This design comes from an exercise in tuning for small area, a short achievable clock period and few clock cycles on the open sky130 flow, not from production work.
In this exercise RTL edits were held to simulation tests only and were not proved equivalent to the original.
Power figures rest on the tool's default switching activity, not on a simulated workload.

## run 1
// ahb_lite_fir_filter
module ahb_lite_fir_filter(
    input logic clk,
    input logic n_rst,
    input logic hsel,
    input logic [3:0] haddr,
    input logic hsize,
    input logic [1:0] htrans,
    input logic hwrite,
    input logic [15:0] hwdata,
    output logic [15:0] hrdata,
    output logic hresp
);
Size in the first run: roughly 2400 cells after synthesis, roughly 320 flip-flops, ~0.022 mm^2 of cells after synthesis.
export LEC_CHECK = 0
export CAP_MARGIN = 30
export CORE_MARGIN = 2
export CORE_UTILIZATION = 55
export CTS_CLUSTER_DIAMETER = 100
export CTS_CLUSTER_SIZE = 30
export SETUP_SLACK_MARGIN = 5
export SLEW_MARGIN = 30
export TNS_END_PERCENT = 100
create_clock -name core_clock -period 10.0 [get_ports {clk}]
run.sh (not shown) runs the stock make flow with config.mk's settings and CLKGATE_MAP_FILE= SYNTH_SCRIPT=/design/flow/synth_recipe.tcl, a recipe that flattens the netlist after the stock synthesis.
Testbench counts of run 1, summed over its fixed seeds: cycles 2,696.
The inputs of run 2 differ from those of run 1 as listed below.
- putting ABC_AREA at 1 where nothing was set
- swapping 30 for 25 in CTS_CLUSTER_SIZE
==> notes.md <==
Run 2 ended up with a higher total power than run 1 did. Changes observed in run 2 relative to run 1: sequential share of cell area climbed 0.83 points, proportion of power drawn by combinational gates moved up. The number of nets in the layout of run 2 is higher than that of run 1. Run 2 -> run 1: worst hold slack flat. Changes observed in run 2 relative to run 1: total of clock buffers placed in the layout up 7; first-pass GRT wire length down 4.7%. Going from run 1 to run 2, total clock network power now smaller; total of fill cells in the finished design now larger. Compound-gate portion of the synthesized area (run 2 over run 1): increase, 4.2 points. Run 1 has a higher design area than run 2.
Relative to run 2, the following input files were edited for run 3:
- changing CORE_UTILIZATION from 55 to 40
- removing CTS_CLUSTER_SIZE (formerly 25)
- removing CTS_CLUSTER_DIAMETER (formerly 100)
- removing ABC_AREA (formerly 1)
## What came out
On run 3: power is 14% lower than what run 2 gave.
Looking at run 2 and run 3, the latest clock arrival within the worst-skew pair is a wash.
Compared with run 2, in run 3 cell count rose by 2.6%; static leakage decreased by 0.34 nW relative to the old numbers.
Here is what was changed in the inputs of run 4 compared with run 3.
- a change of CORE_UTILIZATION from 40 to 55
- an added CTS_CLUSTER_SIZE of 25
- an added CTS_CLUSTER_DIAMETER of 100
==> flow/flow/run.sh (new file) <==
#!/bin/bash
set -euo pipefail
bash standard.sh \
    "BUFFER_PORTS_ARGS=-buffer_cell sky130_fd_sc_hd__buf_2" \
    MATCH_CELL_FOOTPRINT=0 \
    SETUP_SLACK_MARGIN=5.3 \
    finish > orfs_make.log 2>&1
==> flow/standard.sh (new file) <==
#!/bin/bash
# synth_recipe.tcl (not shown) runs the flow's synth.tcl, then flattens the netlist and writes it again
# the make line also repeats each setting of config.mk as NAME=value (left out here)
make -C /OpenROAD-flow-scripts/flow DESIGN_CONFIG=/design/flow/config.mk WORK_HOME=/design/flow/orfs CLKGATE_MAP_FILE= SYNTH_SCRIPT=/design/flow/synth_recipe.tcl "${@:-finish}"
removed: flow/run.sh
[summary]
Run 4 reached the final stage; the timing, DRC and antenna checks on its layout passed.
Core utilization: lower on run 3
Relative to run 3, the wire length of run 4 is higher by 450 um.
Run 4 vs run 3 on wire length on met2: run 4 is the higher one.
In run 4, final critical delay including setup and external delays is lower than in run 3.
In run 4 the clock power share turned out 7.9 points lower than in run 3.
Looking at tap cell count, run 4 sits 171 below run 3.
Delta (run 4 minus run 3): signed area change from the synthesized netlist to the final layout now sits lower; total chip power now sits lower.
Changes observed in run 4 relative to run 3: number of filler cells placed in the layout -1563, final critical-path setup slack picked up an extra 0.17 ns.

* * *

Another version of the RTL of ahb_lite_fir_filter (not shown whole).
For scale: ~2500 cells after synthesis, roughly 320 flip-flops, roughly 44 I/O pins, ~22000 um2 of cells after synthesis.
==> flow/config.mk <==
export PLATFORM = sky130hd
export DESIGN_NAME = ahb_lite_fir_filter
export DESIGN_NICKNAME = ahb_lite_fir_filter
export VERILOG_FILES = /design/flow/design.v
export SDC_FILE = /design/flow/constraint.sdc
export NUM_CORES = 4
export LEC_CHECK = 0
export ABC_AREA = 1
export CAP_MARGIN = 30
export CORE_MARGIN = 2
export CORE_UTILIZATION = 55
export CTS_CLUSTER_DIAMETER = 100
export CTS_CLUSTER_SIZE = 25
export SETUP_SLACK_MARGIN = 5
export SLEW_MARGIN = 30
export TNS_END_PERCENT = 100
==> flow/constraint.sdc <==
create_clock -name core_clock -period 10.0 [get_ports {clk}]
set_input_delay 2.0000 -clock core_clock [delete_from_list [all_inputs] [get_ports {clk}]]
set_output_delay 2.0000 -clock core_clock [all_outputs]
set_load 0.01 [all_outputs]
standard.sh (not shown) runs the stock make flow with config.mk's settings and CLKGATE_MAP_FILE= SYNTH_SCRIPT=/design/flow/synth_recipe.tcl, a recipe that flattens the netlist after the stock synthesis.
==> flow/flow/run.sh <==
#!/bin/bash
set -euo pipefail
bash standard.sh \
    "BUFFER_PORTS_ARGS=-buffer_cell sky130_fd_sc_hd__buf_1" \
    MATCH_CELL_FOOTPRINT=0 \
    SETUP_SLACK_MARGIN=5.3 \
    finish > orfs_make.log 2>&1
The starting point ran to the end with no violations.
Testbench counts at the start, summed over its fixed seeds: cycles 2,696.
Then changed:
==> flow/run.sh (new file) <==
#!/bin/bash
# synth_recipe.tcl (not shown) runs the flow's synth.tcl, then flattens the netlist and writes it again
# the make line also repeats each setting of config.mk as NAME=value (left out here)
make -C /OpenROAD-flow-scripts/flow DESIGN_CONFIG=/design/flow/config.mk WORK_HOME=/design/flow/orfs CLKGATE_MAP_FILE= SYNTH_SCRIPT=/design/flow/synth_recipe.tcl finish
ABC_AREA = not set   (was 1)
removed: flow/flow/run.sh
removed: flow/standard.sh
After rerunning: Cell count shrinks by roughly a tenth; utilization decreases by 0.73 points; sequential share of layout area drops by 0.27 points; die area went up slightly; maximum frequency went down by a few percent; non-clock buffer count came out lower by 34.

* * *

ahb_lite_fir_filter, a different RTL version from the one above (not shown whole).
Size: ~2400 cells after synthesis, roughly 330 flip-flops, about 44 I/O pins.
## ahb_lite_fir_filter
module ahb_lite_fir_filter(
    input logic clk,
    input logic n_rst,
    input logic hsel,
    input logic [3:0] haddr,
    input logic hsize,
    input logic [1:0] htrans,
    input logic hwrite,
    input logic [15:0] hwdata,
    output logic [15:0] hrdata,
    output logic hresp
);
clock: 10.0 ns
lec_check: 0
abc_area: 1
cap_margin: 30
core_margin: 2
core_utilization: 55
cts_cluster_diameter: 100
cts_cluster_size: 25
setup_slack_margin: 5
slew_margin: 30
tns_end_percent: 100
==> flow/flow/run.sh <==
#!/bin/bash
# The standard layout (the standard.sh) with these changes:
#  - synthesis is synth_recipe.tcl unchanged except that ABC maps the logic
#    with flow/abc.script (more area recovery) instead of ORFS's abc script;
#    registers are untouched (ABC runs without -dff),
#  - port buffers are buf_2 cells instead of the delay buffers buffer_ports
#    picks by default,
#  - timing repair may resize a cell to one with a different footprint,
set -euo pipefail
work=$PWD
{
    head -n 1 synth_recipe.tcl
    echo "proc abc {args} { set i [lsearch -exact \$args -script]; if {\$i >= 0} { lset args [expr {\$i + 1}] $work/flow/abc.script }; yosys abc {*}\$args }"
    tail -n +2 synth_recipe.tcl
} > synth_custom.tcl
bash standard.sh \
    "SYNTH_SCRIPT=$work/synth_custom.tcl" \
    "BUFFER_PORTS_ARGS=-buffer_cell sky130_fd_sc_hd__buf_2" \
    MATCH_CELL_FOOTPRINT=0 \
    SETUP_SLACK_MARGIN=5.3 \
    finish > orfs_make.log 2>&1
==> flow/flow/abc.script <==
strash
dch -f
map -a
topo
stime -c
buffer -c
upsize -c
dnsize -c
Testbench counts at the start, summed over its fixed seeds: cycles 2,696.
Next try:
==> flow/flow/run.sh (replaced) <==
#!/bin/bash
set -euo pipefail
bash standard.sh \
    "BUFFER_PORTS_ARGS=-buffer_cell sky130_fd_sc_hd__buf_2" \
    MATCH_CELL_FOOTPRINT=0 \
    SETUP_SLACK_MARGIN=5.3 \
    finish > orfs_make.log 2>&1
--- a/flow/config.mk
+++ b/flow/config.mk
@@ -13,0 +14 @@
+export GPL_ROUTABILITY_DRIVEN = 0
removed: flow/flow/abc.script
Result:
- total power drops by 1.9%
- routed wire length went up by 3.6%
- combinational power drops by about 3%
- worst setup slack degrades by 0.0045 ns
- clock power fell by 7.9%
Next try:
--- a/flow/flow/run.sh
+++ b/flow/flow/run.sh
@@ -1,0 +2,7 @@
+# The standard layout (the standard.sh) with these changes:
+#  - synthesis is synth_recipe.tcl unchanged except that ABC maps the logic
+#    with flow/abc.script (more area recovery) instead of ORFS's abc script;
+#    registers are untouched (ABC runs without -dff),
+#  - port buffers are buf_2 cells instead of the delay buffers buffer_ports
+#    picks by default,
+#  - timing repair may resize a cell to one with a different footprint,
@@ -2,0 +10,6 @@
+work=$PWD
+{
+    head -n 1 synth_recipe.tcl
+    echo "proc abc {args} { set i [lsearch -exact \$args -script]; if {\$i >= 0} { lset args [expr {\$i + 1}] $work/flow/abc.script }; yosys abc {*}\$args }"
+    tail -n +2 synth_recipe.tcl
+} > synth_custom.tcl
@@ -3,0 +17 @@
+    "SYNTH_SCRIPT=$work/synth_custom.tcl" \
==> flow/flow/abc.script (new file) <==
strash
dch -f
map -a
strash
dch -f
map -a
topo
stime -c
buffer -c
upsize -c
dnsize -c
--- a/flow/config.mk
+++ b/flow/config.mk
@@ -11 +11 @@
-export CORE_UTILIZATION = 55
+export CORE_UTILIZATION = 62
@@ -14 +13,0 @@
-export GPL_ROUTABILITY_DRIVEN = 0
What happened:
- flip-flop and latch count does not change
- core utilization grows by 8.2 points
- routed wire length shrinks by a few percent
- hold slack degrades by 0.0080 ns
- final cell count shrinks by a few percent
- total power shrinks slightly
- via count shrinks slightly
- setup slack degrades by 0.019 ns
Next try:
--- a/flow/config.mk
+++ b/flow/config.mk
@@ -11 +11 @@
-export CORE_UTILIZATION = 62
+export CORE_UTILIZATION = 55
After rerunning: Clock-buffer cell count does not change. Fmax barely changes. Cell area grows by about 0.8%. Setup slack gains 0.0036 ns. Area after synthesis is unchanged. Clock power is about the same. Via count shrinks by 1.5%. Power grows by about 0.9%. Clock skew shrinks by 0.0063 ns.

* * *

Starting RTL as in the previous note.
clock: 10.0 ns
lec_check: 0
abc_area: 1
cap_margin: 30
core_margin: 2
core_utilization: 55
cts_cluster_diameter: 100
cts_cluster_size: 30
setup_slack_margin: 5
slew_margin: 30
tns_end_percent: 100
==> flow/flow/run.sh <==
#!/bin/bash
# The standard layout (the standard.sh) with these changes:
#  - synthesis is synth_recipe.tcl unchanged except that ABC maps the logic
#    with flow/abc.script (more area recovery) instead of ORFS's abc script;
#    registers are untouched (ABC runs without -dff),
#  - port buffers are buf_2 cells instead of the delay buffers buffer_ports
#    picks by default,
#  - timing repair may resize a cell to one with a different footprint,
set -euo pipefail
work=$PWD
{
    head -n 1 synth_recipe.tcl
    echo "proc abc {args} { set i [lsearch -exact \$args -script]; if {\$i >= 0} { lset args [expr {\$i + 1}] $work/flow/abc.script }; yosys abc {*}\$args }"
    tail -n +2 synth_recipe.tcl
} > synth_custom.tcl
bash standard.sh \
    "SYNTH_SCRIPT=$work/synth_custom.tcl" \
    "BUFFER_PORTS_ARGS=-buffer_cell sky130_fd_sc_hd__buf_2" \
    MATCH_CELL_FOOTPRINT=0 \
    SETUP_SLACK_MARGIN=5.3 \
    finish > orfs_make.log 2>&1
==> flow/flow/abc.script <==
strash
dch -f
map -a
strash
dch -f
map -a
topo
stime -c
buffer -c
upsize -c
dnsize -c
The starting point went through all stages and came out clean.
Testbench counts at the start, summed over its fixed seeds: cycles 2,696.
Then changed:
==> flow/flow/run.sh (replaced) <==
#!/bin/bash
set -euo pipefail
bash standard.sh \
    "BUFFER_PORTS_ARGS=-buffer_cell sky130_fd_sc_hd__buf_2" \
    MATCH_CELL_FOOTPRINT=0 \
    SETUP_SLACK_MARGIN=5.3 \
    finish > orfs_make.log 2>&1
removed: flow/flow/abc.script
After rerunning: Wire length stays flat; worst setup slack got worse by 0.038 ns; design area is higher by 1.6%; cell count goes up by 4.1%; die area went up by 3.6%; global-route usage fell by 1.5 points; power is higher by 3.2%; clock skew shrinks by 0.0082 ns; via count rises by 3.0%.
Then changed:
--- a/flow/config.mk
+++ b/flow/config.mk
@@ -11 +11 @@
-export CORE_UTILIZATION = 55
+export CORE_UTILIZATION = 62
@@ -13 +13 @@
-export CTS_CLUSTER_SIZE = 30
+export CTS_CLUSTER_SIZE = 25
- design area shrinks by about 0.35%
- via count grows by 1.0%
- wire length shrinks by about 2.2%
- worst setup slack gets better by 0.016 ns
- power shrinks by about 0.6%
- sequential cell count does not change
- hold slack stays flat
- non-clock buffer count shrinks by 5
Then changed:
--- a/flow/flow/run.sh
+++ b/flow/flow/run.sh
@@ -6 +6 @@
-    SETUP_SLACK_MARGIN=5.3 \
+    SETUP_SLACK_MARGIN=5.4 \
--- a/flow/config.mk
+++ b/flow/config.mk
@@ -11 +11 @@
-export CORE_UTILIZATION = 62
+export CORE_UTILIZATION = 55
=>
- power is higher slightly
- area after synthesis stays the same
- die area is higher by roughly a tenth
- final cell count is higher by a few percent
- sequential power stays flat
- global-route usage is lower by 2.9 points
- wire length is higher by a few percent
- clock-buffer cell count is lower by 1
- sequential share of layout area is lower by 0.49 points
- clock power is higher by a few percent
- via count hardly moves
Then changed:
--- a/flow/flow/run.sh
+++ b/flow/flow/run.sh
@@ -1,0 +2,7 @@
+# The standard layout (the standard.sh) with these changes:
+#  - synthesis is synth_recipe.tcl unchanged except that ABC maps the logic
+#    with flow/abc.script (more area recovery) instead of ORFS's abc script;
+#    registers are untouched (ABC runs without -dff),
+#  - port buffers are buf_2 cells instead of the delay buffers buffer_ports
+#    picks by default,
+#  - timing repair may resize a cell to one with a different footprint,
@@ -2,0 +10,6 @@
+work=$PWD
+{
+    head -n 1 synth_recipe.tcl
+    echo "proc abc {args} { set i [lsearch -exact \$args -script]; if {\$i >= 0} { lset args [expr {\$i + 1}] $work/flow/abc.script }; yosys abc {*}\$args }"
+    tail -n +2 synth_recipe.tcl
+} > synth_custom.tcl
@@ -3,0 +17 @@
+    "SYNTH_SCRIPT=$work/synth_custom.tcl" \
@@ -6 +20 @@
-    SETUP_SLACK_MARGIN=5.4 \
+    SETUP_SLACK_MARGIN=5.3 \
==> flow/flow/abc.script (new file) <==
strash
dch -f
map -a
strash
dch -f
map -a
topo
stime -c
buffer -c
upsize -c
dnsize -c
--- a/flow/config.mk
+++ b/flow/config.mk
@@ -11 +11 @@
-export CORE_UTILIZATION = 55
+export CORE_UTILIZATION = 48
After rerunning: Worst hold slack loses 0.0087 ns. Setup slack loses 0.059 ns. Maximum frequency decreases by 1.3%. Global-route usage decreases by 2.9 points. Die area increases by 10%. Non-clock buffer count decreases by 14. Power decreases by 5.4%. Combinational power decreases by 8.1%. Final cell count decreases by 2.8%. Cell area decreases by 2.8%. Sequential share of layout area increases by 0.93 points.
Then changed:
==> flow/flow/run.sh (replaced) <==
#!/bin/bash
set -euo pipefail
bash standard.sh \
    "BUFFER_PORTS_ARGS=-buffer_cell sky130_fd_sc_hd__buf_2" \
    MATCH_CELL_FOOTPRINT=0 \
    SETUP_SLACK_MARGIN=5.5 \
    finish > orfs_make.log 2>&1
--- a/flow/config.mk
+++ b/flow/config.mk
@@ -11 +11 @@
-export CORE_UTILIZATION = 48
+export CORE_UTILIZATION = 55
removed: flow/flow/abc.script
Clock skew is lower by 0.0033 ns. Design area grows by about 5%. Register-to-register slack improved by 0.18 ns. Critical path depth stays the same. Sequential power is higher by about 2%. Routed wire length is higher by about 2.7%. First-iteration DRC count stays flat.

* * *

ahb_lite_fir_filter with an RTL version that a note above also has.
Size in the first run: roughly 320 flip-flops, roughly 44 I/O pins.
export LEC_CHECK = 0
export ABC_AREA = 1
export CAP_MARGIN = 30
export CORE_MARGIN = 2
export CORE_UTILIZATION = 62
export CTS_CLUSTER_DIAMETER = 100
export CTS_CLUSTER_SIZE = 28
export SETUP_SLACK_MARGIN = 5
export SLEW_MARGIN = 30
export TNS_END_PERCENT = 100
create_clock -name core_clock -period 10.0 [get_ports {clk}]
==> flow/flow/run.sh <==
#!/bin/bash
set -euo pipefail
bash standard.sh \
    "BUFFER_PORTS_ARGS=-buffer_cell sky130_fd_sc_hd__buf_2" \
    MATCH_CELL_FOOTPRINT=0 \
    SETUP_SLACK_MARGIN=5.3 \
    finish > orfs_make.log 2>&1
Testbench counts at the start, summed over its fixed seeds: cycles 2,696.
==> next run, changes <==
Settings changed: ABC_AREA 1 to default, CORE_UTILIZATION 62 to 55, CTS_CLUSTER_SIZE 28 to 25.
What happened:
- The new run completed with no timing, DRC or antenna violations
- global-route usage decreases by 1.5 points
- final cell count drops by 6.0%
- sequential power went down by about 9%
- clock skew grows by 0.0033 ns
- die area increases by 14%
- non-clock buffer count is higher by 29
- cell area rises by 4.9%
==> next run, changes <==
==> flow/run.sh (new file) <==
#!/bin/bash
# synth_recipe.tcl (not shown) runs the flow's synth.tcl, then flattens the netlist and writes it again
# the make line also repeats each setting of config.mk as NAME=value (left out here)
make -C /OpenROAD-flow-scripts/flow DESIGN_CONFIG=/design/flow/config.mk WORK_HOME=/design/flow/orfs CLKGATE_MAP_FILE= SYNTH_SCRIPT=/design/flow/synth_recipe.tcl finish
Settings changed: ABC_AREA from default to 1.
removed: flow/flow/run.sh
removed: flow/standard.sh
Synthesized cell count went up by 13%.
Power increases by 18%.
Cell area goes down by 3.7%.
Worst setup slack degrades by 0.24 ns.
Combinational power goes up by 26%.
Critical path depth drops by 16.
Final cell count rose by 8.1%.
Non-clock buffer count went down by 45.
==> next run, changes <==
==> flow/flow/run.sh (new file) <==
#!/bin/bash
set -euo pipefail
bash standard.sh \
    "BUFFER_PORTS_ARGS=-buffer_cell sky130_fd_sc_hd__buf_2" \
    MATCH_CELL_FOOTPRINT=0 \
    SETUP_SLACK_MARGIN=5.3 \
    finish > orfs_make.log 2>&1
==> flow/standard.sh (new file) <==
#!/bin/bash
# synth_recipe.tcl (not shown) runs the flow's synth.tcl, then flattens the netlist and writes it again
# the make line also repeats each setting of config.mk as NAME=value (left out here)
make -C /OpenROAD-flow-scripts/flow DESIGN_CONFIG=/design/flow/config.mk WORK_HOME=/design/flow/orfs CLKGATE_MAP_FILE= SYNTH_SCRIPT=/design/flow/synth_recipe.tcl "${@:-finish}"
removed: flow/run.sh
Outcome:
- The changed run went through all stages and came out clean
- routed wire length went up by a few percent
- final cell count is about the same
- worst setup slack improved by 0.15 ns
- sequential power stays flat
- power went up slightly
- design area stays flat
- die area does not change
- register-to-register slack improved by 0.31 ns
==> next run, changes <==
==> flow/run.sh (new file) <==
#!/bin/bash
# synth_recipe.tcl (not shown) runs the flow's synth.tcl, then flattens the netlist and writes it again
# the make line also repeats each setting of config.mk as NAME=value (left out here)
make -C /OpenROAD-flow-scripts/flow DESIGN_CONFIG=/design/flow/config.mk WORK_HOME=/design/flow/orfs CLKGATE_MAP_FILE= SYNTH_SCRIPT=/design/flow/synth_recipe.tcl finish
Settings changed: CORE_UTILIZATION 55 to 62, CTS_CLUSTER_SIZE 25 to 28.
removed: flow/flow/run.sh
removed: flow/standard.sh
=> The new run produced a clean layout; setup slack got worse by 0.17 ns; power came out lower by 2.2%; cell area came out lower by 1.5%; sequential share of layout area came out higher by 0.50 points; sequential power barely changes; clock skew came out higher by 0.0047 ns; worst hold slack improved by 0.0068 ns; maximum frequency came out lower by 3.5%; synthesized area is unchanged; global-route usage came out higher by 1.6 points.

==> static timing again, ports no longer ideal <==
No port has a modelled driver above. Below, the same layouts with a new extraction and two added sets of constraints.
Step 1 (the two cells are an assumption about what drives the block):
set clk [get_ports {clk}]
set_driving_cell -lib_cell sky130_fd_sc_hd__clkbuf_16 $clk
set_driving_cell -lib_cell sky130_fd_sc_hd__buf_2 [delete_from_list [all_inputs] $clk]
Step 2 moves the port delays by t, midway between the first and last clock arrival at a register: inputs arrive t later, outputs are due t later. That takes back most of the time a late clock gives input paths.
a / b / c = ideal / step 1 / step 2; a / b = the first two.
run	t, ns	setup WS [ns]	worst data-port slew with drivers (ns)	cell pins on the clock port's net
run 1	0.593	5.035 / 4.976 / 5.134	0.05	1
run 2	0.607	4.947 / 4.893 / 5.110	0.13	1
run 3	0.630	4.851 / 4.793 / 5.130	0.05	1
run 4	0.605	5.023 / 4.963 / 5.330	0.05	1
the first run of note 2	0.605	5.221 / 5.190 / 5.190	0.11	1
the second run of note 2	0.581	5.111 / 5.080 / 5.085	0.11	1
the first run of note 3	0.603	5.340 / 5.318 / 5.318	0.06	1
the second run of note 3	0.602	5.335 / 5.305 / 5.316	0.10	1
the third run of note 3	0.604	5.316 / 5.280 / 5.293	0.05	1
the fourth run of note 3	0.610	5.320 / 5.261 / 5.336	0.05	1
the first run of note 4	0.593	5.364 / 5.339 / 5.339	0.05	1
the second run of note 4	0.596	5.327 / 5.264 / 5.323	0.05	1
the third run of note 4	0.589	5.343 / 5.312 / 5.321	0.14	1
the fourth run of note 4	0.601	5.399 / 5.348 / 5.348	0.13	1
the fifth run of note 4	0.608	5.340 / 5.286 / 5.317	0.05	1
the sixth run of note 4	0.609	5.427 / 5.377 / 5.377	0.12	1
the first run of note 5	0.586	5.164 / 5.131 / 5.131	0.05	1
the second run of note 5	0.589	5.308 / 5.308 / 5.308	0.05	1
the third run of note 5	0.605	5.067 / 5.025 / 5.046	0.12	1
the fourth run of note 5	0.593	5.218 / 5.186 / 5.186	0.05	1
the fifth run of note 5	0.589	5.045 / 5.005 / 5.022	0.12	1
After both steps setup and hold are still met in every run listed. The setup slack of the fourth run of note 4, which loses most, moves by -0.051 ns with the drivers and by -0.051 ns with both steps.
